This design comes from an exercise in tuning for small area on the open sky130 flow, not from production work. Only simulation tests tie the RTL to the original design; equivalence was not proved. Power is estimated from default activity; no workload was simulated.

==> build 17: inputs <==
==> flow/design.v (excerpt) <==
module text_driver_80x60 (
  input CLK_50MHz,
  input RESET,
  input [7:0] CHAR,
  input WE,
  output [12:0] DISP_ADDR,  
  output [7:0] DISP_DATA,
  output DISP_WE
  );
  wire clear = RESET || CHAR == 8'd127;
  logic send;
  logic data;
  logic [6:0] last;
  logic wen;
  logic [2:0] wrow;  
  logic [3:0] wcol;  
  logic [2:0] px_col;  
  logic [3:0] px_row;  
  logic [3:0] rcol;    
  logic [2:0] rrow;    
  wire printable = CHAR[7] == 1'b0 && CHAR[6:5] != 2'b00;
  wire ctl = CHAR == 8'd8 || CHAR == 8'd9 || CHAR == 8'd10 || CHAR == 8'd13;
  wire [6:0] code = printable ? CHAR[6:0] : (ctl ? {3'b000, CHAR[3:0]} : 7'd0);
  wire l_lf  = last == 7'd10;
  wire l_cr  = last == 7'd13;
  wire l_tab = last == 7'd9;
  wire l_sp  = last == 7'd32;
  wire l_bs  = last == 7'd8;
  wire l_chr = last[6:5] != 2'b00 && !l_sp;
  always_ff @(posedge CLK_50MHz) begin
    wen <= WE;
    if (clear) begin
      wrow <= 0;
      wcol <= 0;
      last <= 0;
    end
    else if (WE) begin
      last <= code;
      if (l_lf) begin
  ...
export LEC_CHECK = 0
export ABC_AREA = 1
export CAP_MARGIN = 20
export CORE_MARGIN = 2
export CORE_UTILIZATION = 40
export SLEW_MARGIN = 20
export SYNTH_MEMORY_MAX_BITS = 16384
create_clock -name core_clock -period 10.0 [get_ports {CLK_50MHz}]
standard.sh (not shown) runs the stock make flow with config.mk's settings and CLKGATE_MAP_FILE= SYNTH_SCRIPT=/design/flow/synth_recipe.tcl, a recipe that flattens the netlist after the stock synthesis.
==> flow/flow/run.sh <==
#!/bin/bash
# The standard layout, with one change: synthesis maps the logic with an
# area-only ABC script (flow/abc_area.script) in place of ORFS's.
set -euo pipefail
rm -rf scripts_area
cp -r "$FLOW_HOME/scripts" scripts_area
cp flow/abc_area.script scripts_area/abc_area.script
bash standard.sh SCRIPTS_DIR="$PWD/scripts_area" synth > synth.log 2>&1
bash standard.sh > layout.log 2>&1
==> flow/flow/abc_area.script <==
&get -n
&st
&dch -f
&nf -a -F 20 -A 20 -E 100
&put
topo
==> inputs of build 82, as changes to build 17 <==
==> flow/run.sh (new file) <==
#!/bin/bash
# synth_recipe.tcl (not shown) runs the flow's synth.tcl, then flattens the netlist and writes it again
# the make line also repeats each setting of config.mk as NAME=value (left out here)
make -C /OpenROAD-flow-scripts/flow DESIGN_CONFIG=/design/flow/config.mk WORK_HOME=/design/flow/orfs CLKGATE_MAP_FILE= SYNTH_SCRIPT=/design/flow/synth_recipe.tcl finish
removed: flow/flow/run.sh
removed: flow/flow/abc_area.script
removed: flow/standard.sh
==> notes.md <==
	build 17	build 82
Netlist cell types	66	55
Simple-gate share of the synthesized area	11.3%	24.7%
Total standard cell area after synthesis	27500 um^2	29800 um^2
Routed wire length on met3	8.64 mm	17.9 mm
Clock power share	41.4%	39.6%
Run status	no timing/DRC/antenna violations	no timing/DRC/antenna violations
Crit. Startpoint	px_col[1]	px_row[0]
Arrival time reported for the critical path endpoint	10.19 ns	9.05 ns
Global-route wire length before repair	135 mm	172 mm
Global placement routability congestion	0.993	1.04
Routed Wire Length	93.0 mm	124 mm
Final cell utilization of the core	46.7%	45.3%
Post-synthesis share of cell area spent on xor and xnor gates	0.638%	0.382%
Buffering stage count on the worst path with inverters included	3	7
Total of fill cells in the finished design	6008	7076
Inserted Clock Buffers	61	60
Area taken by flip-flops and latches	18100 um^2	18100 um^2
Number of instances in the synthesized netlist	2097	3076
Worst slack on hold paths	0.525 ns	0.496 ns
Number of rows created at floorplan	96	100
Multiplexer share of the synthesized area	0.852%	0%
GRT met1 Usage	36.4%	42.5%
Clock group power	2360 uW	2220 uW
Footprint of the multi-input gates	9240 um^2	10500 um^2
Post-route insts no fill	3214	4180

---

==> inputs of yarrow <==
text_driver_80x60, a different RTL version from the one above (not shown whole).
export LEC_CHECK = 0
export ABC_AREA = 1
export CAP_MARGIN = 10
export CORE_MARGIN = 2
export CORE_UTILIZATION = 50
export SLEW_MARGIN = 10
export SYNTH_MEMORY_MAX_BITS = 16384
create_clock -name core_clock -period 10.0 [get_ports {CLK_50MHz}]
==> flow/flow/run.sh <==
#!/bin/bash
# The standard layout with these changes:
#  - synthesis maps the logic with an area-oriented ABC script
#    (flow/abc_area.script) in place of ORFS's, and leaves adders to ABC
#    (no ADDER_MAP_FILE) instead of mapping them to full/half-adder cells;
#  - clock tree synthesis uses clkbuf_8 for the leaf clusters, clkbuf_16
#    above them, and inserts no dummy loads;
#  - every input and output port is buffered with buf_1 (the standard flow
#    picks a larger buffer).
set -euo pipefail
rm -rf scripts_area
cp -r "$FLOW_HOME/scripts" scripts_area
cp flow/abc_area.script scripts_area/abc_area.script
bash standard.sh SCRIPTS_DIR="$PWD/scripts_area" ADDER_MAP_FILE= synth > synth.log 2>&1
CTS="-sink_clustering_enable -repair_clock_nets -sink_clustering_size 16 -sink_clustering_max_diameter 45"
CTS="$CTS -buf_list {sky130_fd_sc_hd__clkbuf_16 sky130_fd_sc_hd__clkbuf_8} -root_buf sky130_fd_sc_hd__clkbuf_16"
CTS="$CTS -sink_clustering_buffer sky130_fd_sc_hd__clkbuf_8 -dont_use_dummy_load"
bash standard.sh CTS_ARGS="$CTS" \
  BUFFER_PORTS_ARGS="-inputs -outputs -buffer_cell sky130_fd_sc_hd__buf_1" > layout.log 2>&1
==> flow/flow/abc_area.script <==
&get -n
&st
&deepsyn -T 30
&dch -f
&nf -a
&st
&deepsyn -T 30
&dch -f
&nf -a
&put
topo
==> fjord: changes against yarrow <==
--- a/flow/flow/run.sh
+++ b/flow/flow/run.sh
@@ -14,3 +14,3 @@
 bash standard.sh SCRIPTS_DIR="$PWD/scripts_area" ADDER_MAP_FILE= synth > synth.log 2>&1
-CTS="-sink_clustering_enable -repair_clock_nets -sink_clustering_size 16 -sink_clustering_max_diameter 45"
+CTS="-sink_clustering_enable -repair_clock_nets -sink_clustering_size 15 -sink_clustering_max_diameter 50"
 CTS="$CTS -buf_list {sky130_fd_sc_hd__clkbuf_16 sky130_fd_sc_hd__clkbuf_8} -root_buf sky130_fd_sc_hd__clkbuf_16"
Settings changed: CORE_UTILIZATION 50 to 45, GPL_TIMING_DRIVEN set to 0.
==> notes.md <==
item                                                         yarrow           fjord
Run status                                           finished clean  finished clean
Hold slack final                                           0.488 ns        0.486 ns
Reg-to-Reg Start                                          px_col[1]       px_row[2]
Total CTS buffers                                                58              57
Area of the multi-input gates                           12,600 um^2     12,700 um^2
Least-Margin Pin Slew                                       1.29 ns         1.30 ns
Area taken by flip-flops and latches                    12,300 um^2     12,300 um^2
Number of diodes                                                  5               0
Non-clock buffer share                                        2.79%           4.99%
Final non-filler cell total                                   3,847           3,893
Summed area of non-filler cells in the final layout     27,400 um^2     28,100 um^2
Wire length reported by the detailed router              107,000 um      104,000 um
Worst Path Arrival                                          8.20 ns         9.45 ns
Power density normalized to cell area                   152 nW/um^2     148 nW/um^2
Share of power burned in registers                            60.5%           60.2%
First-pass GRT wire length                               156,000 um      153,000 um
Final critical-path share of the clock period                 78.0%           90.5%
Final Wtd Congestion                                           1.03            1.00
Global routing usage on met3                                  10.5%           5.31%
Signal buffers                                                  118             130
Count of clock buffers in the final design                       58              57
Number of core rows                                              81              86
Cell-internal power                                         3.10 mW         3.11 mW

==> static timing again, ports no longer ideal <==
No port has a modelled driver above. Below, the same layouts with a new extraction and two added sets of constraints.
Step 1 (the two cells are an assumption about what drives the block):
set clk [get_ports {CLK_50MHz}]
set_driving_cell -lib_cell sky130_fd_sc_hd__clkbuf_16 $clk
set_driving_cell -lib_cell sky130_fd_sc_hd__buf_2 [delete_from_list [all_inputs] $clk]
Step 2 moves the port delays by t, midway between the first and last clock arrival at a register: inputs arrive t later, outputs are due t later. That takes back most of the time a late clock gives input paths.
Slacks: no drivers / after step 1 / after step 2; pairs: no drivers / after step 1.
run | t (ns) | slack for setup (ns) | latest minus earliest clock arrival (ns) | worst register clock-pin slew, ns | worst slew at a driven data input, ns
build 17 | 0.684 | 0.385 / 0.385 / 0.385 | 0.034 / 0.033 | 0.07 / 0.07 | 0.03
build 82 | 0.690 | 1.524 / 1.524 / 1.524 | 0.030 / 0.030 | 0.07 / 0.07 | 0.03
yarrow | 0.629 | 2.197 / 2.197 / 2.197 | 0.097 / 0.097 | 0.10 / 0.10 | 0.03
fjord | 0.616 | 0.953 / 0.953 / 0.953 | 0.125 / 0.125 | 0.10 / 0.10 | 0.03
After both steps setup and hold are still met in every run listed.
